Background: an optimization exercise with open tools, aiming at small area and a short achievable clock period. Do not read the settings as production practice.
At most, simulation tests tie the RTL to the original design; equivalence was not proved.
The RTL of runs 5 and 6 was laid out without a check of its function.
Power figures rest on the tool's default switching activity, not on a simulated workload.

## flow/design.v (module list and top-level ports; edited modules follow where they fit)
// module mul_R: 519 lines
// module mul_G: 531 lines
// module mul_B: 594 lines
// module mul_R_ct: 45 lines
// module mul_G_ct: 45 lines
// module mul_B_ct: 45 lines
// module add25: 92 lines
// module a1_ct23: 45 lines
// module a2_ct23: 45 lines
// module add8: 25 lines
// module add24: 89 lines
// module RGBtoGray: 347 lines
module RGBtoGray (r, g, b, valid_in, clk, rst, grayout, valid_out);
  // ...
==> flow/flow/run.sh <==
#!/bin/bash
set -euo pipefail
bash standard.sh SETUP_SLACK_MARGIN=7.5 finish > standard_flow.log 2>&1
==> flow/standard.sh <==
#!/bin/bash
# synth_recipe.tcl (not shown) runs the flow's synth.tcl, then flattens the netlist and writes it again
# the make line also repeats each setting of config.mk as NAME=value (left out here)
make -C /OpenROAD-flow-scripts/flow DESIGN_CONFIG=/design/flow/config.mk WORK_HOME=/design/flow/orfs CLKGATE_MAP_FILE= SYNTH_SCRIPT=/design/flow/synth_recipe.tcl "${@:-finish}"
==> flow/config.mk <==
export PLATFORM = sky130hd
export DESIGN_NAME = RGBtoGray
export DESIGN_NICKNAME = RGBtoGray
export VERILOG_FILES = /design/flow/design.v
export SDC_FILE = /design/flow/constraint.sdc
export NUM_CORES = 4
export LEC_CHECK = 0
export ABC_AREA = 1
export CAP_MARGIN = 20
export CORE_MARGIN = 2
export CORE_UTILIZATION = 40
export PLACE_DENSITY = 0.6
export SLEW_MARGIN = 20
==> flow/constraint.sdc <==
create_clock -name core_clock -period 12.0 [get_ports {clk}]
set_input_delay 2.4000 -clock core_clock [delete_from_list [all_inputs] [get_ports {clk}]]
set_output_delay 2.4000 -clock core_clock [all_outputs]
set_load 0.01 [all_outputs]
==> flow_metrics.py, run 1 <==
metrics = {
    "floorplanning": {
        "die_y_um": 347,
        "die_width_um": 347,
        "rows": 125,
    },
    "setup_path": {
        "reg2reg_from": "b_q1[19]$_DFF_P_",
        "worstSetupPathType": "reg2reg",
        "worstPathArrival_ps": 4800,
        "path_max_fanout": 7,
        "reg2regPathDepth": 10,
    },
    "sta": {
        "setup-violations-final": 0,
        "final_layout_setup_total_negative_slack_ps": 0,
        "final.min_clock_period_ps": 4200,
    },
    "synth": {
        "dominantRegCellSynth": "sky130_fd_sc_hd__dfxtp_1",
        "adder_cell_fraction_of_synth_area": 0.301,
        "post_synth_main_area_contributors": "sky130_fd_sc_hd__dfxtp_1 (37%), sky130_fd_sc_hd__fa_1 (21%), sky130_fd_sc_hd__ha_1 (8.9%)",
        "synth-async-reset-ratio": 0,
        "synth-compound-area-share": 0.0743,
        "synth_enable_flop_cells": 0,
        "ys_types": 59,
    },
    "cells_and_area": {
        "fin_area_sq_um": 53200,
        "layout.core_utilization": 0.457,
        "total_area_of_sequential_cells_sq_um": 17300,
        "multi_input_area_share": 0.486,
        "nets": 6112,
        "layout.comb_gates.multi_input": 3185,
        "non_clock_inverter_count": 893,
    },
    "clock_network": {
        "path_clk_slew_ps": 70,
        "cts_made_buffers": 94,
        "h-tree-depth": 3,
        "cts_root_buffer": "sky130_fd_sc_hd__clkbuf_16",
    },
    "global_route": {
        "antenna_found_initial": 2,
        "grt_max_degree": 93,
        "globalRouteOverflowTotal": 0,
    },
    "pwr": {
        "power.clock.total_w": 0.00307,
        "comb_power_share": 0.473,
    },
    "run_status": {
        "run_status": "no timing/DRC/antenna violations",
    },
    "detailed_routing": {
        "wl_met1_mm": 47.0,
    },
}
==> run 2: changes to the inputs <==
==> flow/flow/run.sh (replaced) <==
#!/bin/bash
# 1. the standard synthesis (standard.sh synth), unchanged.
# 2. flow/invpush.py: full adders are self-dual, so an fa cell can take complemented inputs and
#    give complemented outputs; it flips fa cells where that needs fewer inverters. Registers,
#    ports and every register's and port's logic function stay as synthesis made them.
set -euo pipefail
R=orfs/results/${FLOW_PLATFORM}/RGBtoGray/base
bash standard.sh SETUP_SLACK_MARGIN=8.0 synth > synth.log 2>&1
python3 flow/invpush.py $R/1_2_yosys.v $R/1_2_yosys.inv.v > invpush.log 2>&1
mv $R/1_2_yosys.inv.v $R/1_2_yosys.v
rm -f $R/1_synth.odb
bash standard.sh SETUP_SLACK_MARGIN=8.0 finish > standard_flow.log 2>&1
==> flow/flow/invpush.py (new file) <==
#!/usr/bin/env python3
"""Push inverters through full-adder cells in a flat sky130 netlist written by Yosys.
A full adder is self-dual: FA(~a,~b,~c) = (~sum, ~cout). Each fa cell may be flipped to take
complemented inputs and give complemented outputs; the flips are chosen greedily to need the
fewest inverters. The logic function of every net that is a port or a register pin is unchanged.
Usage: invpush.py IN.v OUT.v"""
import re, sys
from collections import defaultdict

src = open(sys.argv[1]).read()
inst_re = re.compile(r'^  (sky130_fd_sc_hd__\w+) (\S+)\s+\((.*?)\n  \);\n', re.S | re.M)
pin_re = re.compile(r'\.(\w+)\(([^()]*)\)')
OUTS = {'X', 'Y', 'Q', 'Q_N', 'SUM', 'COUT', 'HI', 'LO'}
insts = []
for m in inst_re.finditer(src):
    typ, name, body = m.group(1), m.group(2), m.group(3)
    pins = [(p, n.strip()) for p, n in pin_re.findall(body)]
    insts.append(dict(typ=typ, name=name, pins=pins, span=m.span()))
# ports
ports = set()
for m in re.finditer(r'^\s*(input|output)\s+(\[\d+:\d+\])?\s*(\S+);', src, re.M):
    w, n = m.group(2), m.group(3)
    if w:
        hi, lo = map(int, w[1:-1].split(':'))
        for i in range(min(hi, lo), max(hi, lo) + 1): ports.add(f"{n}[{i}]")
    ports.add(n)
def is_inv(t): return re.match(r'sky130_fd_sc_hd__(clk)?inv_\d+$', t) is not None
def is_fa(t): return re.match(r'sky130_fd_sc_hd__fa_\d+$', t) is not None
driver = {}
for k, it in enumerate(insts):
    for p, n in it['pins']:
        if p in OUTS: driver[n] = (k, p)
inv_in = {}
for k, it in enumerate(insts):
    if is_inv(it['typ']):
        d = dict(it['pins']); inv_in[d['Y']] = d['A']
# protected inverters: output is a port
def base(n):
    pol = 0
    seen = 0
    while n in inv_in and n not in ports and seen < 100:
        n = inv_in[n]; pol ^= 1; seen += 1
    return n, pol
removable = set()
for k, it in enumerate(insts):
    if is_inv(it['typ']):
        y = dict(it['pins'])['Y']
        if y not in ports: removable.add(k)
# loads: (inst k, pin p) for input pins of non-removable cells, on net n -> (base, pol)
loads = []
for k, it in enumerate(insts):
    if k in removable: continue
    for p, n in it['pins']:
        if p in OUTS: continue
        if n.startswith("1'") or n == '': continue
        b, pol = base(n)
        loads.append((k, p, b, pol))
fa = [k for k, it in enumerate(insts) if is_fa(it['typ'])
      and not any(p in OUTS and n in ports for p, n in it['pins'])]
flip = defaultdict(int)
def drvflip(b):
    d = driver.get(b)
    return flip[d[0]] if d and is_fa(insts[d[0]]['typ']) else 0
# per base: list of (load k, pol)
byb = defaultdict(list)
for k, p, b, pol in loads: byb[b].append((k, pol))
fa_in = defaultdict(set); fa_out = defaultdict(set)
for k, p, b, pol in loads:
    if is_fa(insts[k]['typ']): fa_in[k].add(b)
for b, (k, p) in driver.items():
    if is_fa(insts[k]['typ']): fa_out[k].add(b)
def cost_b(b):
    av = drvflip(b)
    return 1 if any((pol ^ flip[k]) != av for k, pol in byb[b]) else 0
def local(k):
    return sum(cost_b(b) for b in fa_in[k] | fa_out[k])
before = sum(cost_b(b) for b in byb)
for it_ in range(20):
    changed = 0
    for k in fa:
        c0 = local(k); flip[k] ^= 1; c1 = local(k)
        if c1 < c0: changed += 1
        else: flip[k] ^= 1
    if not changed: break
after = sum(cost_b(b) for b in byb)
# rewrite
newinv = {}
cnt = [0]
def inv_net(b):
    if b not in newinv:
        cnt[0] += 1
        newinv[b] = f"_invp{cnt[0]}_"
    return newinv[b]
repl = {}
for k, p, b, pol in loads:
    need = pol ^ flip[k]
    repl[(k, p)] = b if need == drvflip(b) else inv_net(b)
def esc(n):
    return n + ' ' if n.startswith('\\') else n
out = []
pos = 0
for k, it in enumerate(insts):
    s, e = it['span']
    out.append(src[pos:s]); pos = e
    if k in removable: continue
    lines = [f"  {it['typ']} {esc(it['name'])} ("]
    pl = []
    for p, n in it['pins']:
        pl.append(f"    .{p}({esc(repl.get((k, p), n))})")
    lines.append(",\n".join(pl))
    lines.append("  );\n")
    out.append("\n".join(lines))
rest = src[pos:]
extra = []
for b, n in newinv.items():
    extra.append(f"  sky130_fd_sc_hd__inv_1 {n}c (\n    .A({esc(b)}),\n    .Y({n})\n  );\n")
rest = rest.replace("endmodule", "".join(extra) + "endmodule", 1)
out.append(rest)
text = "".join(out)
decl = "".join(f"  wire {n};\n" for n in newinv.values())
text = re.sub(r'(module RGBtoGray\([^)]*\);\n)', lambda m: m.group(1) + decl, text, count=1)
open(sys.argv[2], 'w').write(text)
sys.stderr.write(f"invpush: inverters {len(removable)} -> {len(newinv)} (model {before} -> {after}), flipped {sum(flip[k] for k in fa)} of {len(fa)} fa\n")
==> run 2 against run 1 <==
Clock power about the same. Still clean. Total power down 0.47%. Die area down 1.9%. Combinational power down 2%. Synthesized cell count down 4.8%. Register-to-register slack better by 260 ps. Highest routed layer unchanged. Cell count down 3.4%.
==> flow_metrics.py, run 2 <==
metrics = {
    "setup_path": {
        "path_max_fanout": 7,
        "reg2regPathDepth": 10,
        "worstSetupEndpointType": "register",
        "worstSetupPathType": "reg2reg",
        "worstPathArrival_ps": 4490,
        "worst-endpoint-required_ps": 12550,
        "reg2reg_slack_ps": 8060,
        "timing.critical_path.from_type": "register",
    },
    "placement": {
        "port_buffers": 131,
        "routabilityCongestion": 0.930,
        "numPlacedInstances": 6351,
        "post-dp-hpwl_mm": 81.9,
    },
    "floorplanning": {
        "floorplan.initialDensity": 0.404,
        "die_width_um": 344,
        "num_io_pins": 132,
        "floorplan.core_area_sq_um": 114000,
        "rows": 124,
        "floorplan.die_area_sq_um": 118000,
        "die_y_um": 344,
    },
    "global_route": {
        "globalRouteOverflowTotal": 0,
        "wire_length_of_the_first_global_routing_pass_mm": 166,
        "first_global_vias": 31500,
        "grt_max_degree": 103,
        "antenna_found_initial": 2,
        "global_route.usage.total": 0.177,
    },
    "job": {
        "max-cap-violations": 0,
    },
    "pwr": {
        "power.switching_w": 0.00597,
        "power.ir.vdd_worst_v": 0.000149,
        "power.leakage_nw": 24.5,
        "seq_power_share": 0.320,
        "power_density_nw_per_um2": 277,
        "internal-power_w": 0.00858,
        "clockPowerShare": 0.213,
        "comb_power_share": 0.467,
        "design_power_total_w": 0.0146,
        "share_of_total_power_consumed_by_net_switching": 0.410,
    },
    "cells_and_area": {
        "drive_gt1_frac": 0.0633,
        "layout.core_utilization": 0.460,
        "total_inserted_antenna_cells": 0,
        "nets": 5898,
        "areaGrowthSynthToFinish_pct": 13.9,
        "commonest_cells_after_routing_fill_and_taps_aside": "sky130_fd_sc_hd__nand2_1 (999), sky130_fd_sc_hd__dfxtp_1 (838), sky130_fd_sc_hd__inv_1 (639)",
        "layout_commonest_cell": "sky130_fd_sc_hd__nand2_1",
        "num-fill-cells": 10700,
        "fin_cells": 6554,
    },
    "synth": {
        "syn_area_sq_um": 46200,
        "postSynthCellCount": 4823,
        "avgSynthCellArea_sq_um": 9.57,
        "synth-warning-count": 1,
        "synth.net_count": 5755,
    },
    "clock_network": {
        "path_clk_slew_ps": 60,
        "clock_insertion_delay_worst_skew_ps": 670,
        "cts_made_buffers": 95,
        "clock_sink_count": 862,
        "cts_root_buffer": "sky130_fd_sc_hd__clkbuf_16",
        "ctsLongestPathBuffers": 3,
        "cts_tree": "done",
        "h-tree-depth": 3,
        "hold_buffers": 0,
    },
    "sta": {
        "rsz0062_at_grt": "yes",
        "final_max_slew_viol_count": 0,
        "setup-violations-final": 0,
        "tightestPinTransition_ps": 906,
        "fin_crit_sh": 0.328,
        "slew_headroom": 0.396,
        "fmax_mhz": 254,
        "final.min_clock_period_ps": 3940,
        "hold_violations": 0,
        "timing.clock.skew_ps": 33.3,
        "final_layout_setup_total_negative_slack_ps": 0,
    },
    "hold_path": {
        "hold-path-cell-count": 0,
        "hp-class": "reg2reg",
    },
    "detailed_routing": {
        "detail_route.vias_per_cell": 4.69,
        "count_of_unresolved_drc_violations_after_routing": 0,
        "drt-pass1-iter-count": 6,
        "detailedRoute.firstIterationViolations": 1588,
        "vias_after_detailed_routing": 30700,
        "avgRoutedWirePerCell_um": 15.6,
        "routed_wirelength_mm": 102,
        "postRouteAntennaNets": 0,
    },
    "run_status": {
        "run_status": "no timing/DRC/antenna violations",
    },
}
run 2: final timing paths:
check | startpoint | endpoint
min reg2reg | a1_fo_q6[18]$_DFF_P_ | a1_fo2_q7[18]$_DFF_P_
min | a1_fo_q6[18]$_DFF_P_ | a1_fo2_q7[18]$_DFF_P_
max | b_q1[19]$_DFF_P_ | clB_q2$_DFF_P_
max reg2reg | b_q1[19]$_DFF_P_ | clB_q2$_DFF_P_
run 2: cell type report:
class                   instances  area [sq um]  share of cell area
clock buffers                 115          2580              0.0491
clock inverters                58           865              0.0164
inverters                     651          2480              0.0471
multi-input cells            3185         25900               0.492
flip-flops and latches        862         17300               0.329
well taps                    1512          1890              0.0360
repair buffers                171          1620              0.0309
run 2: stage by stage:
step / setup slack [ps] / hold WS [ps] / cell area, sq um
after floorplan: 8070 / 310 / 46200
after global placement: 7750 / 310 / 48800
after detailed placement: 7670 / 312 / 48800
after CTS: 7970 / 306 / 52300
after global routing: 7890 / 306 / 52600
final: 8060 / 304 / 52600
run 2: what timing repair did:
action,4_1_cts,5_1_grt
setup endpoints to repair,4,12
pin swaps,0,0
resized for setup,8,37
setup buffers,0,30
run 2: worst max-delay path: stages (launching register included):
cell and delay (ps):
sky130_fd_sc_hd__dfxtp_4 420, sky130_fd_sc_hd__clkinvlp_4 160, sky130_fd_sc_hd__fa_1 530, sky130_fd_sc_hd__fa_1 430, sky130_fd_sc_hd__fa_1 500, sky130_fd_sc_hd__fa_1 510, sky130_fd_sc_hd__fa_1 540, sky130_fd_sc_hd__inv_1 60
sky130_fd_sc_hd__ha_1 280, sky130_fd_sc_hd__nand3_1 70, sky130_fd_sc_hd__o41ai_1 340
run 2: power groups by stage:
stage	Clock (W)	Sequential, W	Combinational [W]
finish	0.00310	0.00465	0.00680
global placement	0	0.00472	0.00673
detailed placement	0	0.00473	0.00684
global route	0.00332	0.00477	0.00796
CTS	0.00320	0.00467	0.00688
floorplan	0	0.00444	0.00525
run 2: routing by layer:
metal / up-vias / part of all wire / global-route usage / wire length (um)
li1: 15500 / - / - / -
met1: 14500 / 0.45 / 0.227 / 45600
met2: 572 / 0.48 / 0.303 / 49200
met3: 164 / 0.039 / 0.0265 / 3930
met4: 0 / 0.033 / 0.0647 / 3330
met5: - / 0 / 0 / 0
==> run 3: changes to the inputs <==
--- a/flow/flow/run.sh
+++ b/flow/flow/run.sh
@@ -7,3 +7,3 @@
 R=orfs/results/${FLOW_PLATFORM}/RGBtoGray/base
-bash standard.sh SETUP_SLACK_MARGIN=8.0 synth > synth.log 2>&1
+bash standard.sh SETUP_SLACK_MARGIN=7.5 synth > synth.log 2>&1
 python3 flow/invpush.py $R/1_2_yosys.v $R/1_2_yosys.inv.v > invpush.log 2>&1
@@ -11,2 +11,2 @@
 rm -f $R/1_synth.odb
-bash standard.sh SETUP_SLACK_MARGIN=8.0 finish > standard_flow.log 2>&1
+bash standard.sh SETUP_SLACK_MARGIN=7.5 finish > standard_flow.log 2>&1
--- a/flow/config.mk
+++ b/flow/config.mk
@@ -11,2 +11,3 @@
 export CORE_UTILIZATION = 40
+export CTS_BUF_LIST = sky130_fd_sc_hd__clkbuf_4
 export PLACE_DENSITY = 0.6
==> run 3 against run 2 <==
Clock power down 21%. Sequential share of layout area rose by 0.53 points. Largest cell class unchanged. Critical path depth is 9 lower. Still clean. Largest power group unchanged. Maximum frequency decreased by 8.6%. Combinational power is 0.9% lower. Register-to-register slack got worse by 300 ps.
==> flow_metrics.py, run 3 <==
metrics = {
    "setup_path": {
        "timing.critical_path.from_type": "register",
        "list_of_cells_traversed_by_the_critical_path": "clkdlybuf4s50_1",
        "regToRegEndpoint": "clB_q2$_DFF_P_",
        "path_delay_family": "buffers and inverters",
        "worstSetupPathType": "reg2out",
        "path_max_fanout": 1,
        "worstPathArrival_ps": 1910,
        "worst-endpoint-required_ps": 9600,
        "reg2reg_slack_ps": 7760,
        "worstSetupEndpointType": "primary output",
        "reg2reg_from": "b_q1[19]$_DFF_P_",
        "critical_path.max_stage_delay_ps": 520,
        "critical_path.n_buffers_inverters": 1,
        "reg2regPathDepth": 10,
        "crit_path_top_delay_cell": "sky130_fd_sc_hd__clkdlybuf4s50_1",
    },
    "hold_path": {
        "worst_hold_endpoint": "fB2_q7[18]$_DFF_P_",
        "hold-path-cell-count": 0,
        "min_from": "fB2_q6[18]$_DFF_P_",
        "hp-class": "reg2reg",
    },
    "placement": {
        "port_buffers": 131,
        "post-dp-hpwl_mm": 81.9,
        "post-place-ws_ps": 7670,
        "routabilityCongestion": 0.930,
    },
    "clock_network": {
        "clock_sink_count": 862,
        "cts_tree": "done",
        "h-tree-depth": 4,
        "post_cts.repair.setup_buffers": 0,
        "path_clk_slew_ps": 60,
        "cts_root_buffer": "sky130_fd_sc_hd__clkbuf_4",
        "clock_insertion_delay_worst_skew_ps": 1150,
        "ctsLongestPathBuffers": 3,
        "cts_made_buffers": 218,
        "hold_buffers": 0,
    },
    "detailed_routing": {
        "drt-pass1-iter-count": 5,
        "count_of_unresolved_drc_violations_after_routing": 0,
        "avgRoutedWirePerCell_um": 15.1,
        "vias_after_detailed_routing": 31300,
        "postRouteAntennaNets": 0,
        "routed_wirelength_mm": 102,
        "detail_route.vias_per_cell": 4.64,
        "detailedRoute.firstIterationViolations": 1579,
    },
    "synth": {
        "postSynthCellCount": 4823,
        "synth.net_count": 5755,
        "syn_area_sq_um": 46200,
        "avgSynthCellArea_sq_um": 9.57,
        "synth-warning-count": 1,
    },
    "sta": {
        "timing.final.ws_setup_ps": 7690,
        "tightestPinTransition_ps": 898,
        "fmax_mhz": 232,
        "hold_violations": 0,
        "slew_headroom": 0.402,
        "rsz0062_at_grt": "no",
        "fin_crit_sh": 0.359,
        "final_layout_setup_total_negative_slack_ps": 0,
        "setup-violations-final": 0,
        "final.min_clock_period_ps": 4310,
        "timing.clock.skew_ps": 93.3,
        "final_max_slew_viol_count": 0,
    },
    "cells_and_area": {
        "nets": 5991,
        "drive_gt1_frac": 0.0822,
        "num-fill-cells": 11000,
        "areaGrowthSynthToFinish_pct": 11.9,
        "multi_input_area_sq_um": 25900,
        "total_area_of_sequential_cells_sq_um": 17300,
        "layout_commonest_cell": "sky130_fd_sc_hd__nand2_1",
        "layout.core_utilization": 0.452,
        "commonest_cells_after_routing_fill_and_taps_aside": "sky130_fd_sc_hd__nand2_1 (1000), sky130_fd_sc_hd__dfxtp_1 (861), sky130_fd_sc_hd__inv_1 (649)",
    },
    "floorplanning": {
        "floorplan.core_area_sq_um": 114000,
        "rows": 124,
        "die_y_um": 344,
        "floorplan.die_area_sq_um": 118000,
        "die_width_um": 344,
        "floorplan.initialDensity": 0.404,
        "num_io_pins": 132,
    },
    "job": {
        "max-cap-violations": 0,
    },
    "pwr": {
        "power_density_nw_per_um2": 268,
        "power.ir.vdd_worst_v": 0.000103,
        "power.leakage_nw": 24.4,
    },
    "global_route": {
        "global_route.usage.total": 0.179,
        "grt_max_degree": 103,
        "wire_length_of_the_first_global_routing_pass_mm": 167,
        "globalRouteOverflowTotal": 0,
        "first_global_vias": 32300,
        "antenna_found_initial": 4,
    },
    "run_status": {
        "run_status": "no timing/DRC/antenna violations",
    },
}
[run 3: power breakdown]
group	total [W]	switching (W)	internal (W)
Sequential	0.00464	0.000643	0.00400
Combinational	0.00674	0.00409	0.00266
Clock	0.00246	0.00119	0.00127
Total	0.0138	0.00592	0.00793
[run 3: what timing repair did]
action,4_1_cts,5_1_grt
gates resized for setup,32,1
setup endpoints to repair,32,1
hold endpoints to repair,0,0
cloned,0,0
[run 3: worst max path at each step]
stage	end	start	cells after the start	slack [ps]
finish	valid_out	vp[10]$_SDFF_PP0_	1	7690
global route	valid_out	vp[10]$_SDFF_PP0_	1	7490
CTS	valid_out	vp[10]$_SDFF_PP0_	1	7510
detailed placement	clB_q2$_DFF_P_	b_q1[17]$_DFF_P_	10	7670
global placement	clB_q2$_DFF_P_	b_q1[17]$_DFF_P_	10	7750
floorplan	clB_q2$_DFF_P_	b_q1[17]$_DFF_P_	10	8070
[run 3: stage by stage]
step | power [W] | cell area (sq um) | instances | hold slack, ps
global route | 0.0154 | 51600 | 6749 | 291
finish | 0.0138 | 51600 | 6750 | 250
CTS | 0.0141 | 51600 | 6744 | 259
detailed placement | 0.0116 | 48800 | 6351 | 312
global placement | 0.0114 | 48800 | 6351 | 310
floorplan | 0.00969 | 46200 | 4823 | 310
[run 3: cell type report]
cell class                 count  share of cell area
tap                         1512              0.0366
timing repair buffer         141              0.0261
sequential                   862               0.334
clock buffer                 303              0.0440
antenna                        6            0.000291
clock inverter                90              0.0109
multi-input combinational   3185               0.501
inverter                     651              0.0473
[run 3: layer usage]
metal	routed length (um)	track usage	part of all wire	up-vias
met5	0	0	0	-
met4	3690	0.0791	0.036	0
met3	4350	0.0360	0.043	177
met2	49000	0.301	0.48	664
met1	45100	0.223	0.44	14700
li1	-	-	-	15800
==> run 4: changes to the inputs <==
--- a/flow/config.mk
+++ b/flow/config.mk
@@ -11,3 +11,2 @@
 export CORE_UTILIZATION = 40
-export CTS_BUF_LIST = sky130_fd_sc_hd__clkbuf_4
 export PLACE_DENSITY = 0.6
==> run 4 against run 3 <==
Highest routed layer unchanged. Cell count decreased by 3.3%. Still clean on timing, DRC and antenna. Sequential share of layout area decreased by 0.41 points. Sequential power about the same. Sequential cell count unchanged. Core utilization increased by 0.56 points. Largest cell class unchanged. Total power increased by 5.0%. Routed wire length decreased by 0.34%. First-iteration DRC count decreased by 0.19%. Critical path type is now reg2reg.
==> flow_metrics.py, run 4 <==
metrics = {
    "run_status": {
        "run_status": "no timing/DRC/antenna violations",
    },
    "sta": {
        "rsz0062_at_grt": "no",
        "fin_crit_sh": 0.350,
        "final_max_slew_viol_count": 0,
        "tightestPinTransition_ps": 898,
        "final_layout_setup_total_negative_slack_ps": 0,
        "hold_violations": 0,
        "fmax_mhz": 238,
        "slew_headroom": 0.401,
        "timing.clock.skew_ps": 33.9,
        "setup-violations-final": 0,
        "final.min_clock_period_ps": 4200,
    },
    "clock_network": {
        "h-tree-depth": 3,
        "ctsLongestPathBuffers": 3,
        "post_cts.repair.setup_buffers": 0,
        "clock_insertion_delay_worst_skew_ps": 680,
        "cts_made_buffers": 95,
        "clock_sink_count": 862,
        "cts_tree": "done",
        "cts_root_buffer": "sky130_fd_sc_hd__clkbuf_16",
        "path_clk_slew_ps": 60,
    },
    "global_route": {
        "globalRouteOverflowTotal": 0,
        "antenna_found_initial": 2,
        "wire_length_of_the_first_global_routing_pass_mm": 166,
        "global_route.usage.total": 0.177,
        "first_global_vias": 31500,
        "grt_max_degree": 103,
    },
    "cells_and_area": {
        "areaGrowthSynthToFinish_pct": 13.2,
        "multi_input_area_sq_um": 25900,
        "num-fill-cells": 10800,
        "total_inserted_antenna_cells": 0,
        "fin_area_sq_um": 52300,
        "total_area_of_sequential_cells_sq_um": 17300,
        "layout_commonest_cell": "sky130_fd_sc_hd__nand2_1",
        "drive_gt1_frac": 0.0509,
        "nets": 5868,
        "commonest_cells_after_routing_fill_and_taps_aside": "sky130_fd_sc_hd__nand2_1 (1000), sky130_fd_sc_hd__dfxtp_1 (861), sky130_fd_sc_hd__inv_1 (649)",
    },
    "setup_path": {
        "cp_common_cell": "sky130_fd_sc_hd__fa_1",
        "timing.critical_path.from_type": "register",
        "worst-endpoint-required_ps": 12550,
        "path_delay_family": "adder cells",
        "critical_path.max_stage_delay_ps": 560,
        "worstPathArrival_ps": 4750,
        "path_max_fanout": 7,
        "critical_path.n_buffers_inverters": 2,
        "worstSetupPathType": "reg2reg",
        "worstSetupEndpointType": "register",
        "reg2reg_slack_ps": 7800,
        "list_of_cells_traversed_by_the_critical_path": "inv_1 -> fa_1 -> fa_1 -> fa_1 -> fa_1 -> fa_1 -> inv_1 -> ha_1 -> nand3_1 -> o41ai_1",
        "crit_path_top_delay_cell": "sky130_fd_sc_hd__fa_1",
    },
    "placement": {
        "routabilityCongestion": 0.930,
        "port_buffers": 131,
        "place_area_sq_um": 48800,
        "post-dp-hpwl_mm": 81.9,
    },
    "detailed_routing": {
        "postRouteAntennaNets": 0,
        "count_of_unresolved_drc_violations_after_routing": 0,
        "detail_route.vias_per_cell": 4.69,
        "detailedRoute.firstIterationViolations": 1576,
        "routed_wirelength_mm": 102,
        "drt-pass1-iter-count": 5,
        "vias_after_detailed_routing": 30600,
        "avgRoutedWirePerCell_um": 15.6,
    },
    "synth": {
        "postSynthCellCount": 4823,
        "avgSynthCellArea_sq_um": 9.57,
        "synth.net_count": 5755,
        "syn_area_sq_um": 46200,
        "synth-warning-count": 1,
    },
    "pwr": {
        "power.ir.vdd_worst_v": 0.000148,
        "power.switching_w": 0.00597,
        "power_density_nw_per_um2": 278,
        "comb_power_share": 0.467,
        "design_power_total_w": 0.0145,
        "power.leakage_nw": 24.3,
        "share_of_total_power_consumed_by_net_switching": 0.410,
        "clockPowerShare": 0.213,
        "internal-power_w": 0.00858,
        "seq_power_share": 0.320,
    },
    "hold_path": {
        "hp-class": "reg2reg",
    },
    "floorplanning": {
        "die_width_um": 344,
        "rows": 124,
        "floorplan.core_area_sq_um": 114000,
        "die_y_um": 344,
        "floorplan.initialDensity": 0.404,
        "num_io_pins": 132,
        "floorplan.die_area_sq_um": 118000,
    },
    "job": {
        "max-cap-violations": 0,
    },
}
==> run 4: path summary, 6_finish.rpt <==
| kind | cells past startpoint | start | endpoint |
|---|---|---|---|
| min reg2reg | 0 | a1_fo_q6[18]$_DFF_P_ | a1_fo2_q7[18]$_DFF_P_ |
| min | 0 | a1_fo_q6[18]$_DFF_P_ | a1_fo2_q7[18]$_DFF_P_ |
| max reg2reg | 10 | b_q1[19]$_DFF_P_ | clB_q2$_DFF_P_ |
| max | 10 | b_q1[19]$_DFF_P_ | clB_q2$_DFF_P_ |
==> run 4: metal layers <==
| metal | share of wire | GRT usage |
|---|---|---|
| met1 | 0.45 | 0.227 |
| met2 | 0.48 | 0.303 |
| met3 | 0.038 | 0.0271 |
| met4 | 0.032 | 0.0647 |
| met5 | 0 | 0 |
==> run 4: final cells by class <==
class | instances | area share
Clock inverter | 58 | 0.0165
Inverter | 651 | 0.0467
Clock buffer | 115 | 0.0494
Tap cell | 1512 | 0.0362
Multi-Input combinational cell | 3185 | 0.495
Sequential cell | 862 | 0.330
Timing Repair Buffer | 141 | 0.0265
==> run 4: power groups by stage <==
stage	Combinational (W)	Clock [W]	Sequential [W]
global placement	0.00673	0	0.00472
finish	0.00679	0.00310	0.00465
floorplan	0.00525	0	0.00444
detailed placement	0.00684	0	0.00473
global route	0.00795	0.00332	0.00477
CTS	0.00688	0.00320	0.00467
==> run 4: worst register-to-register path, cell delays in order (launching register included) <==
cell and delay [ps]:
sky130_fd_sc_hd__dfxtp_1 550, sky130_fd_sc_hd__inv_1 260, sky130_fd_sc_hd__fa_1 560, sky130_fd_sc_hd__fa_1 430, sky130_fd_sc_hd__fa_1 500, sky130_fd_sc_hd__fa_1 510, sky130_fd_sc_hd__fa_1 540, sky130_fd_sc_hd__inv_1 60
sky130_fd_sc_hd__ha_1 280, sky130_fd_sc_hd__nand3_1 70, sky130_fd_sc_hd__o41ai_1 340
==> run 4: repair_timing <==
action                                  in CTS  in global routing
gates resized for setup                      0                  1
hold buffers                                 0                  0
endpoints found under the setup margin       0                  1
==> run 4: stage by stage <==
| step | hold WS, ps | worst slack, ps | std cells | utilization |
|---|---|---|---|---|
| after global placement | 310 | 7750 | 6351 | 0.427 |
| after detailed placement | 312 | 7670 | 6351 | 0.427 |
| after floorplan | 310 | 8070 | 4823 | - |
| final | 303 | 7800 | 6524 | 0.457 |
| after global routing | 306 | 7580 | 6524 | 0.457 |
| after CTS | 306 | 7660 | 6524 | 0.457 |
==> module RGBtoGray, before the edit <==
module RGBtoGray (r, g, b, valid_in, clk, rst, grayout, valid_out);
  input [31:0] r, g, b;
  input valid_in, clk, rst;
  output [31:0] grayout;
  output valid_out;
  reg [31:0] r_q1;
  always @(posedge clk) r_q1 <= r;
  reg [31:0] g_q1;
  always @(posedge clk) g_q1 <= g;
  reg [31:0] b_q1;
  always @(posedge clk) b_q1 <= b;
  wire [24:0] haR, hbR; wire clR;
  mul_R umR(.f(r_q1[22:0]), .ha(haR), .hb(hbR), .cl(clR));
  wire [0:0] hR = (r_q1[22:0] >= 23'd5639165);
  wire [7:0] eR = r_q1[30:23] + 8'd254 + {7'd0, hR};
  wire [0:0] sR = r_q1[31];
  wire [0:0] ziR = (r_q1[30:23] == 8'd0);
  wire [24:0] haG, hbG; wire clG;
  mul_G umG(.f(g_q1[22:0]), .ha(haG), .hb(hbG), .cl(clG));
  wire [0:0] hG = (g_q1[22:0] >= 23'd5902036);
  wire [7:0] eG = g_q1[30:23] + 8'd255 + {7'd0, hG};
  wire [0:0] sG = g_q1[31];
  wire [0:0] ziG = (g_q1[30:23] == 8'd0);
  wire [24:0] haB, hbB; wire clB;
  mul_B umB(.f(b_q1[22:0]), .ha(haB), .hb(hbB), .cl(clB));
  wire [0:0] hB = (b_q1[22:0] >= 23'd809428);
  wire [7:0] eB = b_q1[30:23] + 8'd252 + {7'd0, hB};
  wire [0:0] sB = b_q1[31];
  wire [0:0] ziB = (b_q1[30:23] == 8'd0);
  wire [0:0] zR = ziR | (eR == 8'd0);
  wire [0:0] zG = ziG | (eG == 8'd0);
  wire [0:0] zB = ziB | (eB == 8'd0);
  reg [24:0] haR_q2;
  always @(posedge clk) haR_q2 <= haR;
  reg [24:0] hbR_q2;
  always @(posedge clk) hbR_q2 <= hbR;
  reg [0:0] clR_q2;
  always @(posedge clk) clR_q2 <= clR;
  reg [0:0] hR_q2;
  always @(posedge clk) hR_q2 <= hR;
  reg [7:0] eR_q2;
  always @(posedge clk) eR_q2 <= eR;
  reg [0:0] sR_q2;
  always @(posedge clk) sR_q2 <= sR;
  reg [24:0] haG_q2;
  always @(posedge clk) haG_q2 <= haG;
  reg [24:0] hbG_q2;
  always @(posedge clk) hbG_q2 <= hbG;
  reg [0:0] clG_q2;
  always @(posedge clk) clG_q2 <= clG;
  reg [0:0] hG_q2;
  always @(posedge clk) hG_q2 <= hG;
  reg [7:0] eG_q2;
  always @(posedge clk) eG_q2 <= eG;
  reg [0:0] sG_q2;
  always @(posedge clk) sG_q2 <= sG;
  reg [24:0] haB_q2;
  always @(posedge clk) haB_q2 <= haB;
  reg [24:0] hbB_q2;
  always @(posedge clk) hbB_q2 <= hbB;
  reg [0:0] clB_q2;
  always @(posedge clk) clB_q2 <= clB;
  reg [0:0] hB_q2;
  always @(posedge clk) hB_q2 <= hB;
  reg [7:0] eB_q2;
  always @(posedge clk) eB_q2 <= eB;
  reg [0:0] sB_q2;
  always @(posedge clk) sB_q2 <= sB;
  reg [0:0] ziB_q2;
  always @(posedge clk) ziB_q2 <= ziB;
  reg [0:0] zR_q2;
  always @(posedge clk) zR_q2 <= zR;
  reg [0:0] zG_q2;
  always @(posedge clk) zG_q2 <= zG;
  reg [0:0] zB_q2;
  always @(posedge clk) zB_q2 <= zB;
  wire [7:0] a1_dxy, a1_dyx; wire a1_cxy, a1_cyx;
  add8 a1_usxy(.a(eG_q2), .b(~eR_q2), .ci(1'b1), .s(a1_dxy), .co(a1_cxy));
  add8 a1_usyx(.a(eR_q2), .b(~eG_q2), .ci(1'b1), .s(a1_dyx), .co(a1_cyx));
  wire [0:0] a1_exlt = ~a1_cxy;
  wire [0:0] a1_eq = a1_cxy & a1_cyx;
  wire [7:0] a1_d = ~a1_cxy ? a1_dyx : a1_dxy;
  wire [24:0] pR; wire pcR;
  add25 uadR(.a(haR_q2), .b(hbR_q2), .ci(clR_q2), .s(pR), .co(pcR));
  wire [22:0] fR = hR_q2 ? pR[23:1] : pR[22:0];
  wire [24:0] pG; wire pcG;
  add25 uadG(.a(haG_q2), .b(hbG_q2), .ci(clG_q2), .s(pG), .co(pcG));
  wire [22:0] fG = hG_q2 ? pG[23:1] : pG[22:0];
  wire [24:0] pB; wire pcB;
  add25 uadB(.a(haB_q2), .b(hbB_q2), .ci(clB_q2), .s(pB), .co(pcB));
  wire [22:0] fB = hB_q2 ? pB[23:1] : pB[22:0];
  wire [0:0] sB2 = ziB_q2 ? 1'b0 : sB_q2;
  wire [7:0] eB2 = ziB_q2 ? 8'd0 : eB_q2;
  wire [22:0] fB2 = ziB_q2 ? 23'd0 : fB;
  reg [0:0] sR_q3;
  always @(posedge clk) sR_q3 <= sR_q2;
  reg [7:0] eR_q3;
  always @(posedge clk) eR_q3 <= eR_q2;
  reg [22:0] fR_q3;
  always @(posedge clk) fR_q3 <= fR;
  reg [0:0] zR_q3;
  always @(posedge clk) zR_q3 <= zR_q2;
  reg [0:0] sG_q3;
  always @(posedge clk) sG_q3 <= sG_q2;
  reg [7:0] eG_q3;
  always @(posedge clk) eG_q3 <= eG_q2;
  reg [22:0] fG_q3;
  always @(posedge clk) fG_q3 <= fG;
  reg [0:0] zG_q3;
  always @(posedge clk) zG_q3 <= zG_q2;
  reg [0:0] sB2_q3;
  always @(posedge clk) sB2_q3 <= sB2;
  reg [7:0] eB2_q3;
  always @(posedge clk) eB2_q3 <= eB2;
  reg [22:0] fB2_q3;
  always @(posedge clk) fB2_q3 <= fB2;
  reg [0:0] zB_q3;
  always @(posedge clk) zB_q3 <= zB_q2;
  reg [7:0] a1_d_q3;
  always @(posedge clk) a1_d_q3 <= a1_d;
  reg [0:0] a1_exlt_q3;
  always @(posedge clk) a1_exlt_q3 <= a1_exlt;
  reg [0:0] a1_eq_q3;
  always @(posedge clk) a1_eq_q3 <= a1_eq;
  wire [0:0] a1_sely = ~zR_q3 & (zG_q3 | a1_exlt_q3);
  wire [7:0] a1_el = a1_sely ? eR_q3 : eG_q3;
  wire [22:0] a1_flE = a1_sely ? fR_q3 : fG_q3;
  wire [22:0] a1_fsE = a1_sely ? fG_q3 : fR_q3;
  wire [0:0] a1_nz = ~zG_q3 & ~zR_q3;
  wire [0:0] a1_zxy = zG_q3 & zR_q3;
  wire a1_fxge;
  a1_ct23 a1_ucmp(.a(fG_q3), .b(~fR_q3), .ci(1'b1), .co(a1_fxge));
  wire [0:0] a1_swm = a1_nz & a1_eq_q3 & ~a1_fxge;
  wire [0:0] a1_sl = (a1_sely | a1_swm) ? sR_q3 : sG_q3;
  wire [0:0] a1_sub = sG_q3 ^ sR_q3;
  wire [0:0] a1_kill = zG_q3 | zR_q3 | (a1_d_q3[7:5] != 3'd0) | (a1_d_q3[4:3] == 2'b11);
  wire [23:0] a1_a0 = {1'b1, a1_fsE};
  wire [23:0] a1_a1 = a1_d_q3[0] ? {1'b0, a1_a0[23:1]} : a1_a0;
  wire [23:0] a1_a2 = a1_d_q3[1] ? {2'b0, a1_a1[23:2]} : a1_a1;
  wire [23:0] a1_a3 = a1_d_q3[2] ? {4'b0, a1_a2[23:4]} : a1_a2;
  wire [23:0] a1_a4 = a1_d_q3[3] ? {8'b0, a1_a3[23:8]} : a1_a3;
  wire [23:0] a1_a5 = a1_d_q3[4] ? {16'b0, a1_a4[23:16]} : a1_a4;
  wire [23:0] a1_msE = a1_kill ? 24'd0 : a1_a5;
  wire [22:0] a1_fl = a1_swm ? a1_msE[22:0] : a1_flE;
  wire [23:0] a1_ms = a1_swm ? {1'b1, a1_flE} : a1_msE;
  reg [7:0] a1_el_q4;
  always @(posedge clk) a1_el_q4 <= a1_el;
  reg [22:0] a1_fl_q4;
  always @(posedge clk) a1_fl_q4 <= a1_fl;
  reg [23:0] a1_ms_q4;
  always @(posedge clk) a1_ms_q4 <= a1_ms;
  reg [0:0] a1_sl_q4;
  always @(posedge clk) a1_sl_q4 <= a1_sl;
  reg [0:0] a1_sub_q4;
  always @(posedge clk) a1_sub_q4 <= a1_sub;
  reg [0:0] a1_zxy_q4;
  always @(posedge clk) a1_zxy_q4 <= a1_zxy;
  reg [0:0] a1_nz_q4;
  always @(posedge clk) a1_nz_q4 <= a1_nz;
  reg [0:0] sB2_q4;
  always @(posedge clk) sB2_q4 <= sB2_q3;
  reg [7:0] eB2_q4;
  always @(posedge clk) eB2_q4 <= eB2_q3;
  reg [22:0] fB2_q4;
  always @(posedge clk) fB2_q4 <= fB2_q3;
  reg [0:0] zB_q4;
  always @(posedge clk) zB_q4 <= zB_q3;
  wire [23:0] a1_ma; wire a1_mc;
  add24 a1_uadd(.a({1'b1, a1_fl_q4}), .b(a1_ms_q4 ^ {24{a1_sub_q4}}), .ci(a1_sub_q4), .s(a1_ma), .co(a1_mc));
  wire [24:0] a1_m = {a1_mc & ~a1_sub_q4, a1_ma};
  reg [7:0] a1_el_q5;
  always @(posedge clk) a1_el_q5 <= a1_el_q4;
  reg [24:0] a1_m_q5;
  always @(posedge clk) a1_m_q5 <= a1_m;
  reg [0:0] a1_sl_q5;
  always @(posedge clk) a1_sl_q5 <= a1_sl_q4;
  reg [0:0] a1_zxy_q5;
  always @(posedge clk) a1_zxy_q5 <= a1_zxy_q4;
  reg [0:0] a1_nz_q5;
  always @(posedge clk) a1_nz_q5 <= a1_nz_q4;
  reg [0:0] sB2_q5;
  always @(posedge clk) sB2_q5 <= sB2_q4;
  reg [7:0] eB2_q5;
  always @(posedge clk) eB2_q5 <= eB2_q4;
  reg [22:0] fB2_q5;
  always @(posedge clk) fB2_q5 <= fB2_q4;
  reg [0:0] zB_q5;
  always @(posedge clk) zB_q5 <= zB_q4;
  wire [23:0] a1_n0 = a1_m_q5[23:0];
  wire a1_z16 = (a1_n0[23:8] == 16'd0);
  wire [23:0] a1_n1 = a1_z16 ? {a1_n0[7:0], 16'd0} : a1_n0;
  wire a1_z8 = (a1_n1[23:16] == 8'd0);
  wire [23:0] a1_n2 = a1_z8 ? {a1_n1[15:0], 8'd0} : a1_n1;
  wire a1_z4 = (a1_n2[23:20] == 4'd0);
  wire [23:0] a1_n3 = a1_z4 ? {a1_n2[19:0], 4'd0} : a1_n2;
  wire a1_z2 = (a1_n3[23:22] == 2'd0);
  wire [23:0] a1_n4 = a1_z2 ? {a1_n3[21:0], 2'd0} : a1_n3;
  wire a1_z1 = ~a1_n4[23];
  wire [23:0] a1_n5 = a1_z1 ? {a1_n4[22:0], 1'b0} : a1_n4;
  wire [0:0] a1_mz = ~a1_m_q5[24] & ~a1_n4[23] & ~a1_n4[22];
  wire [22:0] a1_fo = a1_m_q5[24] ? a1_m_q5[23:1] : a1_n5[22:0];
  wire [7:0] a1_lzn = a1_m_q5[24] ? 8'd0 : {3'b111, ~a1_z16, ~a1_z8, ~a1_z4, ~a1_z2, ~a1_z1};
  reg [7:0] a1_el_q6;
  always @(posedge clk) a1_el_q6 <= a1_el_q5;
  reg [7:0] a1_lzn_q6;
  always @(posedge clk) a1_lzn_q6 <= a1_lzn;
  reg [22:0] a1_fo_q6;
  always @(posedge clk) a1_fo_q6 <= a1_fo;
  reg [0:0] a1_mz_q6;
  always @(posedge clk) a1_mz_q6 <= a1_mz;
  reg [0:0] a1_sl_q6;
  always @(posedge clk) a1_sl_q6 <= a1_sl_q5;
  reg [0:0] a1_zxy_q6;
  always @(posedge clk) a1_zxy_q6 <= a1_zxy_q5;
  reg [0:0] a1_nz_q6;
  always @(posedge clk) a1_nz_q6 <= a1_nz_q5;
  reg [0:0] sB2_q6;
  always @(posedge clk) sB2_q6 <= sB2_q5;
  reg [7:0] eB2_q6;
  always @(posedge clk) eB2_q6 <= eB2_q5;
  reg [22:0] fB2_q6;
  always @(posedge clk) fB2_q6 <= fB2_q5;
  reg [0:0] zB_q6;
  always @(posedge clk) zB_q6 <= zB_q5;
  wire [7:0] a1_eadd; wire a1_eco;
  add8 a1_uexp(.a(a1_el_q6), .b(a1_lzn_q6), .ci(1'b1), .s(a1_eadd), .co(a1_eco));
  wire [7:0] a1_eo = a1_mz_q6 ? 8'd0 : a1_eadd;
  wire [0:0] a1_so = a1_mz_q6 ? 1'b0 : a1_sl_q6;
  wire [22:0] a1_fo2 = a1_fo_q6;
  wire [0:0] a1_zo = a1_zxy_q6 | (a1_nz_q6 & (a1_eo == 8'd0));
  wire [7:0] a2_dxy, a2_dyx; wire a2_cxy, a2_cyx;
  add8 a2_usxy(.a(eB2_q6), .b(~a1_eo), .ci(1'b1), .s(a2_dxy), .co(a2_cxy));
  add8 a2_usyx(.a(a1_eo), .b(~eB2_q6), .ci(1'b1), .s(a2_dyx), .co(a2_cyx));
  wire [0:0] a2_exlt = ~a2_cxy;
  wire [0:0] a2_eq = a2_cxy & a2_cyx;
  wire [7:0] a2_d = ~a2_cxy ? a2_dyx : a2_dxy;
  reg [0:0] a1_so_q7;
  always @(posedge clk) a1_so_q7 <= a1_so;
  reg [7:0] a1_eo_q7;
  always @(posedge clk) a1_eo_q7 <= a1_eo;
  reg [22:0] a1_fo2_q7;
  always @(posedge clk) a1_fo2_q7 <= a1_fo2;
  reg [0:0] a1_zo_q7;
  always @(posedge clk) a1_zo_q7 <= a1_zo;
  reg [0:0] sB2_q7;
  always @(posedge clk) sB2_q7 <= sB2_q6;
  reg [7:0] eB2_q7;
  always @(posedge clk) eB2_q7 <= eB2_q6;
  reg [22:0] fB2_q7;
  always @(posedge clk) fB2_q7 <= fB2_q6;
  reg [0:0] zB_q7;
  always @(posedge clk) zB_q7 <= zB_q6;
  reg [7:0] a2_d_q7;
  always @(posedge clk) a2_d_q7 <= a2_d;
  reg [0:0] a2_exlt_q7;
  always @(posedge clk) a2_exlt_q7 <= a2_exlt;
  reg [0:0] a2_eq_q7;
  always @(posedge clk) a2_eq_q7 <= a2_eq;
  wire [0:0] a2_sely = ~a1_zo_q7 & (zB_q7 | a2_exlt_q7);
  wire [7:0] a2_el = a2_sely ? a1_eo_q7 : eB2_q7;
  wire [22:0] a2_flE = a2_sely ? a1_fo2_q7 : fB2_q7;
  wire [22:0] a2_fsE = a2_sely ? fB2_q7 : a1_fo2_q7;
  wire [0:0] a2_nz = ~zB_q7 & ~a1_zo_q7;
  wire [0:0] a2_zxy = zB_q7 & a1_zo_q7;
  wire a2_fxge;
  a2_ct23 a2_ucmp(.a(fB2_q7), .b(~a1_fo2_q7), .ci(1'b1), .co(a2_fxge));
  wire [0:0] a2_swm = a2_nz & a2_eq_q7 & ~a2_fxge;
  wire [0:0] a2_sl = (a2_sely | a2_swm) ? a1_so_q7 : sB2_q7;
  wire [0:0] a2_sub = sB2_q7 ^ a1_so_q7;
  wire [0:0] a2_kill = zB_q7 | a1_zo_q7 | (a2_d_q7[7:5] != 3'd0) | (a2_d_q7[4:3] == 2'b11);
  wire [23:0] a2_a0 = {1'b1, a2_fsE};
  wire [23:0] a2_a1 = a2_d_q7[0] ? {1'b0, a2_a0[23:1]} : a2_a0;
  wire [23:0] a2_a2 = a2_d_q7[1] ? {2'b0, a2_a1[23:2]} : a2_a1;
  wire [23:0] a2_a3 = a2_d_q7[2] ? {4'b0, a2_a2[23:4]} : a2_a2;
  wire [23:0] a2_a4 = a2_d_q7[3] ? {8'b0, a2_a3[23:8]} : a2_a3;
  wire [23:0] a2_a5 = a2_d_q7[4] ? {16'b0, a2_a4[23:16]} : a2_a4;
  wire [23:0] a2_msE = a2_kill ? 24'd0 : a2_a5;
  wire [22:0] a2_fl = a2_swm ? a2_msE[22:0] : a2_flE;
  wire [23:0] a2_ms = a2_swm ? {1'b1, a2_flE} : a2_msE;
  reg [7:0] a2_el_q8;
  always @(posedge clk) a2_el_q8 <= a2_el;
  reg [22:0] a2_fl_q8;
  always @(posedge clk) a2_fl_q8 <= a2_fl;
  reg [23:0] a2_ms_q8;
  always @(posedge clk) a2_ms_q8 <= a2_ms;
  reg [0:0] a2_sl_q8;
  always @(posedge clk) a2_sl_q8 <= a2_sl;
  reg [0:0] a2_sub_q8;
  always @(posedge clk) a2_sub_q8 <= a2_sub;
  reg [0:0] a2_zxy_q8;
  always @(posedge clk) a2_zxy_q8 <= a2_zxy;
  reg [0:0] a2_nz_q8;
  always @(posedge clk) a2_nz_q8 <= a2_nz;
  wire [23:0] a2_ma; wire a2_mc;
  add24 a2_uadd(.a({1'b1, a2_fl_q8}), .b(a2_ms_q8 ^ {24{a2_sub_q8}}), .ci(a2_sub_q8), .s(a2_ma), .co(a2_mc));
  wire [24:0] a2_m = {a2_mc & ~a2_sub_q8, a2_ma};
  reg [7:0] a2_el_q9;
  always @(posedge clk) a2_el_q9 <= a2_el_q8;
  reg [24:0] a2_m_q9;
  always @(posedge clk) a2_m_q9 <= a2_m;
  reg [0:0] a2_sl_q9;
  always @(posedge clk) a2_sl_q9 <= a2_sl_q8;
  reg [0:0] a2_zxy_q9;
  always @(posedge clk) a2_zxy_q9 <= a2_zxy_q8;
  reg [0:0] a2_nz_q9;
  always @(posedge clk) a2_nz_q9 <= a2_nz_q8;
  wire [23:0] a2_n0 = a2_m_q9[23:0];
  wire a2_z16 = (a2_n0[23:8] == 16'd0);
  wire [23:0] a2_n1 = a2_z16 ? {a2_n0[7:0], 16'd0} : a2_n0;
  wire a2_z8 = (a2_n1[23:16] == 8'd0);
  wire [23:0] a2_n2 = a2_z8 ? {a2_n1[15:0], 8'd0} : a2_n1;
  wire a2_z4 = (a2_n2[23:20] == 4'd0);
  wire [23:0] a2_n3 = a2_z4 ? {a2_n2[19:0], 4'd0} : a2_n2;
  wire a2_z2 = (a2_n3[23:22] == 2'd0);
  wire [23:0] a2_n4 = a2_z2 ? {a2_n3[21:0], 2'd0} : a2_n3;
  wire a2_z1 = ~a2_n4[23];
  wire [23:0] a2_n5 = a2_z1 ? {a2_n4[22:0], 1'b0} : a2_n4;
  wire [0:0] a2_mz = ~a2_m_q9[24] & ~a2_n4[23] & ~a2_n4[22];
  wire [22:0] a2_fo = a2_m_q9[24] ? a2_m_q9[23:1] : a2_n5[22:0];
  wire [7:0] a2_lzn = a2_m_q9[24] ? 8'd0 : {3'b111, ~a2_z16, ~a2_z8, ~a2_z4, ~a2_z2, ~a2_z1};
  reg [7:0] a2_el_q10;
  always @(posedge clk) a2_el_q10 <= a2_el_q9;
  reg [7:0] a2_lzn_q10;
  always @(posedge clk) a2_lzn_q10 <= a2_lzn;
  reg [22:0] a2_fo_q10;
  always @(posedge clk) a2_fo_q10 <= a2_fo;
  reg [0:0] a2_mz_q10;
  always @(posedge clk) a2_mz_q10 <= a2_mz;
  reg [0:0] a2_sl_q10;
  always @(posedge clk) a2_sl_q10 <= a2_sl_q9;
  reg [0:0] a2_zxy_q10;
  always @(posedge clk) a2_zxy_q10 <= a2_zxy_q9;
  reg [0:0] a2_nz_q10;
  always @(posedge clk) a2_nz_q10 <= a2_nz_q9;
  wire [7:0] a2_eadd; wire a2_eco;
  add8 a2_uexp(.a(a2_el_q10), .b(a2_lzn_q10), .ci(1'b1), .s(a2_eadd), .co(a2_eco));
  wire [7:0] a2_eo = a2_mz_q10 ? 8'd0 : a2_eadd;
  wire [0:0] a2_so = a2_mz_q10 ? 1'b0 : a2_sl_q10;
  wire [22:0] a2_fo2 = a2_fo_q10;
  wire [31:0] gout = {a2_so, a2_eo, a2_fo2};
  reg [31:0] gout_q11;
  always @(posedge clk) gout_q11 <= gout;
  assign grayout = gout_q11;
  reg [10:0] vp;
  always @(posedge clk) vp <= rst ? 11'd0 : {vp[9:0], valid_in};
  assign valid_out = vp[10];
endmodule
==> run 5: changes to the inputs <==
--- a/flow/design.v
+++ b/flow/design.v
@@ -2276,6 +2276,6 @@
   wire [22:0] a1_fo = a1_m_q5[24] ? a1_m_q5[23:1] : a1_n5[22:0];
-  wire [7:0] a1_lzn = a1_m_q5[24] ? 8'd0 : {3'b111, ~a1_z16, ~a1_z8, ~a1_z4, ~a1_z2, ~a1_z1};
+  wire [5:0] a1_lzn = {a1_m_q5[24], ~a1_z16, ~a1_z8, ~a1_z4, ~a1_z2, ~a1_z1};
   reg [7:0] a1_el_q6;
   always @(posedge clk) a1_el_q6 <= a1_el_q5;
-  reg [7:0] a1_lzn_q6;
+  reg [5:0] a1_lzn_q6;
   always @(posedge clk) a1_lzn_q6 <= a1_lzn;
@@ -2300,3 +2300,3 @@
   wire [7:0] a1_eadd; wire a1_eco;
-  add8 a1_uexp(.a(a1_el_q6), .b(a1_lzn_q6), .ci(1'b1), .s(a1_eadd), .co(a1_eco));
+  add8 a1_uexp(.a(a1_el_q6), .b(a1_lzn_q6[5] ? 8'd0 : {3'b111, a1_lzn_q6[4:0]}), .ci(1'b1), .s(a1_eadd), .co(a1_eco));
   wire [7:0] a1_eo = a1_mz_q6 ? 8'd0 : a1_eadd;
@@ -2364,6 +2364,2 @@
   always @(posedge clk) a2_sub_q8 <= a2_sub;
-  reg [0:0] a2_zxy_q8;
-  always @(posedge clk) a2_zxy_q8 <= a2_zxy;
-  reg [0:0] a2_nz_q8;
-  always @(posedge clk) a2_nz_q8 <= a2_nz;
   wire [23:0] a2_ma; wire a2_mc;
@@ -2377,6 +2373,2 @@
   always @(posedge clk) a2_sl_q9 <= a2_sl_q8;
-  reg [0:0] a2_zxy_q9;
-  always @(posedge clk) a2_zxy_q9 <= a2_zxy_q8;
-  reg [0:0] a2_nz_q9;
-  always @(posedge clk) a2_nz_q9 <= a2_nz_q8;
   wire [23:0] a2_n0 = a2_m_q9[23:0];
@@ -2394,6 +2386,6 @@
   wire [22:0] a2_fo = a2_m_q9[24] ? a2_m_q9[23:1] : a2_n5[22:0];
-  wire [7:0] a2_lzn = a2_m_q9[24] ? 8'd0 : {3'b111, ~a2_z16, ~a2_z8, ~a2_z4, ~a2_z2, ~a2_z1};
+  wire [5:0] a2_lzn = {a2_m_q9[24], ~a2_z16, ~a2_z8, ~a2_z4, ~a2_z2, ~a2_z1};
   reg [7:0] a2_el_q10;
   always @(posedge clk) a2_el_q10 <= a2_el_q9;
-  reg [7:0] a2_lzn_q10;
+  reg [5:0] a2_lzn_q10;
   always @(posedge clk) a2_lzn_q10 <= a2_lzn;
@@ -2405,8 +2397,4 @@
   always @(posedge clk) a2_sl_q10 <= a2_sl_q9;
-  reg [0:0] a2_zxy_q10;
-  always @(posedge clk) a2_zxy_q10 <= a2_zxy_q9;
-  reg [0:0] a2_nz_q10;
-  always @(posedge clk) a2_nz_q10 <= a2_nz_q9;
   wire [7:0] a2_eadd; wire a2_eco;
-  add8 a2_uexp(.a(a2_el_q10), .b(a2_lzn_q10), .ci(1'b1), .s(a2_eadd), .co(a2_eco));
+  add8 a2_uexp(.a(a2_el_q10), .b(a2_lzn_q10[5] ? 8'd0 : {3'b111, a2_lzn_q10[4:0]}), .ci(1'b1), .s(a2_eadd), .co(a2_eco));
   wire [7:0] a2_eo = a2_mz_q10 ? 8'd0 : a2_eadd;
--- a/flow/flow/run.sh
+++ b/flow/flow/run.sh
@@ -7,3 +7,3 @@
 R=orfs/results/${FLOW_PLATFORM}/RGBtoGray/base
-bash standard.sh SETUP_SLACK_MARGIN=7.5 synth > synth.log 2>&1
+bash standard.sh SETUP_SLACK_MARGIN=8 'BUFFER_PORTS_ARGS=-buffer_cell sky130_fd_sc_hd__buf_1' synth > synth.log 2>&1
 python3 flow/invpush.py $R/1_2_yosys.v $R/1_2_yosys.inv.v > invpush.log 2>&1
@@ -11,2 +11,2 @@
 rm -f $R/1_synth.odb
-bash standard.sh SETUP_SLACK_MARGIN=7.5 finish > standard_flow.log 2>&1
+bash standard.sh SETUP_SLACK_MARGIN=8 'BUFFER_PORTS_ARGS=-buffer_cell sky130_fd_sc_hd__buf_1' finish > standard_flow.log 2>&1
==> run 5 against run 4 <==
Register-to-register slack better by 350 ps. First-iteration DRC count is 6.5% higher. Clock power is 1% lower. Worst setup slack better by 350 ps. Cell area is 0.60% lower. Count of clock-buffer cells in the layout is 2 higher. Combinational power hardly changed. Sequential power hardly changed. Die area hardly changed. Maximum frequency is 9.1% higher. Sequential share of layout area is 0.29 points higher. Global-route usage hardly changed. Critical endpoint is now a2_d_q7[7]$_DFF_P_. Highest routed layer unchanged.
==> flow_metrics.py, run 5 <==
metrics = {
    "placement": {
        "post-place-ws_ps": 7620,
        "post-dp-hpwl_mm": 81.3,
        "routabilityCongestion": 0.895,
        "port_buffers": 131,
    },
    "cells_and_area": {
        "nets": 5952,
        "layout_commonest_cell": "sky130_fd_sc_hd__nand2_1",
        "drive_gt1_frac": 0.0659,
        "layout.core_utilization": 0.455,
        "total_inserted_antenna_cells": 0,
        "areaGrowthSynthToFinish_pct": 12.6,
        "commonest_cells_after_routing_fill_and_taps_aside": "sky130_fd_sc_hd__nand2_1 (1051), sky130_fd_sc_hd__dfxtp_1 (830), sky130_fd_sc_hd__inv_1 (649)",
    },
    "setup_path": {
        "timing.critical_path.from_type": "register",
        "worstSetupEndpointType": "register",
        "worstSetupPathType": "reg2reg",
        "cp_startpoint": "a1_lzn_q6[5]$_DFF_P_",
        "reg2reg_from": "a1_lzn_q6[5]$_DFF_P_",
        "path_max_fanout": 7,
        "worstPathArrival_ps": 4400,
        "worst-endpoint-required_ps": 12560,
    },
    "floorplanning": {
        "floorplan.initialDensity": 0.404,
        "die_width_um": 344,
        "die_y_um": 344,
        "floorplan.die_area_sq_um": 118000,
        "num_io_pins": 132,
        "rows": 124,
        "floorplan.core_area_sq_um": 114000,
    },
    "global_route": {
        "first_global_vias": 31300,
        "wire_length_of_the_first_global_routing_pass_mm": 166,
        "grt_max_degree": 103,
        "globalRouteOverflowTotal": 0,
        "global_route.usage.total": 0.178,
        "antenna_found_initial": 0,
    },
    "sta": {
        "final_max_slew_viol_count": 0,
        "final.min_clock_period_ps": 3850,
        "final_layout_setup_total_negative_slack_ps": 0,
        "tightestPinTransition_ps": 1030,
        "timing.clock.skew_ps": 56.2,
        "fmax_mhz": 260,
        "slew_headroom": 0.314,
        "timing.final.ws_setup_ps": 8150,
        "hold_violations": 0,
        "fin_crit_sh": 0.321,
        "rsz0062_at_grt": "yes",
        "setup-violations-final": 0,
    },
    "clock_network": {
        "cts_root_buffer": "sky130_fd_sc_hd__clkbuf_16",
        "clock_insertion_delay_worst_skew_ps": 700,
        "cts_made_buffers": 93,
        "clock_sink_count": 862,
        "path_clk_slew_ps": 60,
        "h-tree-depth": 3,
        "hold_buffers": 0,
        "ctsLongestPathBuffers": 3,
        "cts_tree": "done",
    },
    "pwr": {
        "power.leakage_nw": 24.2,
        "power_density_nw_per_um2": 279,
        "design_power_total_w": 0.0145,
        "power.ir.vdd_worst_v": 0.000143,
    },
    "synth": {
        "postSynthCellCount": 4871,
        "synth-warning-count": 1,
        "avgSynthCellArea_sq_um": 9.48,
        "syn_area_sq_um": 46200,
        "synth.net_count": 5803,
    },
    "detailed_routing": {
        "detailedRoute.firstIterationViolations": 1679,
        "drt-pass1-iter-count": 5,
        "vias_after_detailed_routing": 31200,
        "postRouteAntennaNets": 0,
        "detail_route.vias_per_cell": 4.72,
        "count_of_unresolved_drc_violations_after_routing": 0,
        "routed_wirelength_mm": 103,
        "avgRoutedWirePerCell_um": 15.5,
    },
    "job": {
        "max-cap-violations": 0,
    },
    "run_status": {
        "run_status": "no timing/DRC/antenna violations",
    },
    "hold_path": {
        "hp-class": "reg2reg",
        "min_from": "fB2_q4[5]$_DFF_P_",
    },
}
==> run 5: worst paths after layout <==
path / to / slack, ps / cells after the start
setup / recovery: a2_d_q7[7]$_DFF_P_ / 8150 / 17
hold / removal: fB2_q5[5]$_DFF_P_ / 280 / 0
setup reg to reg: a2_d_q7[7]$_DFF_P_ / 8150 / 17
hold reg to reg: fB2_q5[5]$_DFF_P_ / 280 / 0
==> run 5: repair_timing <==
item / in CTS / in global routing
pin swaps: 0 / 1
resized for setup: 17 / 53
setup buffers: 2 / 44
endpoints found under the setup margin: 6 / 31
==> run 5: area by class of cell <==
cell class	count	area [sq um]
Clock buffer	117	2550
Clock inverter	56	837
Fill cell	11000	62400
Inverter	669	2580
Multi-Input combinational cell	3207	25900
Sequential cell	862	17300
Tap cell	1512	1890
Timing Repair Buffer	187	912
==> run 5: through the flow <==
step	std cells	hold WS [ps]	cell area [sq um]
after CTS	6566	271	51500
after global placement	6391	310	48100
after detailed placement	6391	312	48100
after floorplan	4871	310	46200
final	6610	283	52000
after global routing	6610	282	52000
==> run 5: worst max-delay path, stage by stage, from the launching register on <==
cell,delay (ps)
sky130_fd_sc_hd__dfxtp_1,340
sky130_fd_sc_hd__inv_1,140
sky130_fd_sc_hd__nand2_1,70
sky130_fd_sc_hd__ha_1,190
sky130_fd_sc_hd__fa_1,400
sky130_fd_sc_hd__fa_1,380
sky130_fd_sc_hd__inv_1,80
sky130_fd_sc_hd__nor2_1,40
sky130_fd_sc_hd__nor3_1,560
sky130_fd_sc_hd__inv_1,140
sky130_fd_sc_hd__ha_1,390
sky130_fd_sc_hd__a31oi_1,190
sky130_fd_sc_hd__nand2_1,120
sky130_fd_sc_hd__nand2_1,90
sky130_fd_sc_hd__nand2_2,90
sky130_fd_sc_hd__o21ai_1,210
sky130_fd_sc_hd__o211ai_1,130
sky130_fd_sc_hd__xor2_1,150
==> run 5: per-layer routing <==
metal | wire [um] | GRT usage
met3 | 3670 | 0.0253
met5 | 0 | 0
met4 | 2800 | 0.0523
met1 | 46900 | 0.236
met2 | 49200 | 0.301
==> run 5: power by group <==
group	total, W	switching, W	internal (W)
Combinational	0.00681	0.00417	0.00264
Clock	0.00306	0.00124	0.00182
Sequential	0.00463	0.000640	0.00399
Total	0.0145	0.00605	0.00845
==> run 6: changes to the inputs <==
--- a/flow/config.mk
+++ b/flow/config.mk
@@ -11,2 +11,3 @@
 export CORE_UTILIZATION = 40
+export CTS_BUF_LIST = sky130_fd_sc_hd__clkbuf_4
 export PLACE_DENSITY = 0.6
==> run 6 against run 5 <==
Still clean. First-iteration DRC count decreased by 4.1%. Non-clock buffer count up 1. Synthesized cell count stayed put. Area after synthesis unchanged. Register-to-register slack better by 20 ps. Largest cell class unchanged.
==> flow_metrics.py, run 6 <==
metrics = {
    "run_status": {
        "run_status": "no timing/DRC/antenna violations",
    },
    "clock_network": {
        "hold_buffers": 0,
        "cts_made_buffers": 222,
        "cts_root_buffer": "sky130_fd_sc_hd__clkbuf_4",
        "clock_insertion_delay_worst_skew_ps": 1200,
        "cts_tree": "done",
        "h-tree-depth": 4,
        "clock_sink_count": 862,
        "path_clk_slew_ps": 80,
        "ctsLongestPathBuffers": 3,
    },
    "pwr": {
        "power_density_nw_per_um2": 270,
        "power.leakage_nw": 24.4,
        "power.ir.vdd_worst_v": 0.000111,
    },
    "global_route": {
        "antenna_found_initial": 4,
        "globalRouteOverflowTotal": 0,
        "first_global_vias": 32300,
        "grtUsageMet1": 0.230,
        "global_route.usage.met2": 0.300,
        "global_route.usage.total": 0.179,
        "wire_length_of_the_first_global_routing_pass_mm": 167,
        "grt.busiest_layer": "met2",
        "grt_max_degree": 103,
        "grt.met3_usage": 0.0386,
    },
    "floorplanning": {
        "die_y_um": 344,
        "rows": 124,
        "floorplan.core_area_sq_um": 114000,
        "die_width_um": 344,
        "floorplan.initialDensity": 0.404,
        "num_io_pins": 132,
        "floorplan.die_area_sq_um": 118000,
    },
    "setup_path": {
        "worstPathArrival_ps": 1560,
        "critical_path.max_stage_delay_ps": 320,
        "crit_path_top_delay_cell": "sky130_fd_sc_hd__dfxtp_2",
        "cp_startpoint": "gout_q11[26]$_SDFF_PP0_",
        "worst-endpoint-required_ps": 9600,
        "reg2reg_from": "b_q1[19]$_DFF_P_",
        "worstSetupPathType": "reg2out",
        "critical_path.n_buffers_inverters": 1,
        "path_max_fanout": 1,
        "worstSetupEndpointType": "primary output",
        "list_of_cells_traversed_by_the_critical_path": "buf_6",
        "timing.critical_path.from_type": "register",
        "path_delay_family": "flip-flops",
    },
    "sta": {
        "final_layout_setup_total_negative_slack_ps": 0,
        "fmax_mhz": 253,
        "rsz0062_at_grt": "yes",
        "fin_crit_sh": 0.330,
        "final.min_clock_period_ps": 3960,
        "tightestPinTransition_ps": 1070,
        "final_max_slew_viol_count": 0,
        "timing.clock.skew_ps": 106,
        "setup-violations-final": 0,
        "hold_violations": 0,
        "slew_headroom": 0.287,
    },
    "cells_and_area": {
        "commonest_cells_after_routing_fill_and_taps_aside": "sky130_fd_sc_hd__nand2_1 (1050), sky130_fd_sc_hd__dfxtp_1 (810), sky130_fd_sc_hd__inv_1 (648)",
        "drive_gt1_frac": 0.105,
        "fin_area_sq_um": 51500,
        "nets": 6082,
        "areaGrowthSynthToFinish_pct": 11.7,
        "layout_commonest_cell": "sky130_fd_sc_hd__nand2_1",
    },
    "synth": {
        "syn_area_sq_um": 46200,
        "synth.net_count": 5803,
        "avgSynthCellArea_sq_um": 9.48,
        "synth-warning-count": 1,
        "postSynthCellCount": 4871,
    },
    "placement": {
        "post-dp-hpwl_mm": 81.3,
        "routabilityCongestion": 0.895,
        "port_buffers": 131,
        "place_area_sq_um": 48100,
    },
    "detailed_routing": {
        "routed_wirelength_mm": 103,
        "detailedRoute.firstIterationViolations": 1611,
        "detail_route.vias_per_cell": 4.67,
        "drt-pass1-iter-count": 6,
        "vias_after_detailed_routing": 31900,
        "postRouteAntennaNets": 0,
        "avgRoutedWirePerCell_um": 15.1,
        "count_of_unresolved_drc_violations_after_routing": 0,
    },
    "hold_path": {
        "min_from": "sG_q2$_DFF_P_",
        "hp-class": "reg2reg",
    },
    "job": {
        "max-cap-violations": 0,
    },
}
## run 6: worst paths after layout
kind / to / slack (ps) / cells after the start
worst max-delay path: grayout[26] / 8040 / 1
worst min-delay path: sG_q3$_DFF_P_ / 300 / 0
worst max register to register: clB_q2$_DFF_P_ / 8170 / 11
worst min register to register: sG_q3$_DFF_P_ / 300 / 0
## run 6: layout make-up
class	count	area, sq um
inverters	669	2580
clock buffers	290	2180
diodes	9	22.5
repair buffers	188	1080
flip-flops and latches	862	17300
clock inverters	91	566
multi-input cells	3207	25900
well taps	1512	1890
fillers	11100	62800
## run 6: routing by layer
metal / routed length (um) / vias up
met3: 4620 / 177
met1: 46300 / 15000
met5: 11 / -
met2: 49700 / 646
met4: 2550 / 2
li1: - / 16000
## run 6: what timing repair did
item | CTS | global route
hold endpoints to repair | 0 | 0
pin swaps | 0 | 2
gates resized for setup | 52 | 88
setup buffers | 1 | 46
setup endpoints to repair | 39 | 70
## run 6: per-stage QoR
stage               setup WS [ps]  instances  utilization  total power [W]  hold slack [ps]
finish                       8040       6828        0.451           0.0139              295
global placement             7670       6391        0.420           0.0114              310
detailed placement           7620       6391        0.420           0.0115              312
CTS                          7850       6773        0.445           0.0141              271
floorplan                    8000       4871            -          0.00965              310
global route                 7830       6825        0.451           0.0155              281
## run 6: power breakdown
part / leakage (nW) / switching [W] / internal (W)
registers: 7.24 / 0.000642 / 0.00400
logic: 15.5 / 0.00416 / 0.00269
clock network: 1.62 / 0.00119 / 0.00124

Re-timed with assumed drivers on the ports (clkbuf_16 on the clock, buf_2 on other inputs), run 6 has 7.975 ns of setup slack against 8.040 ns with ideal ports, and 8.168 ns once port delays also move by the mid clock arrival of 1.198 ns.
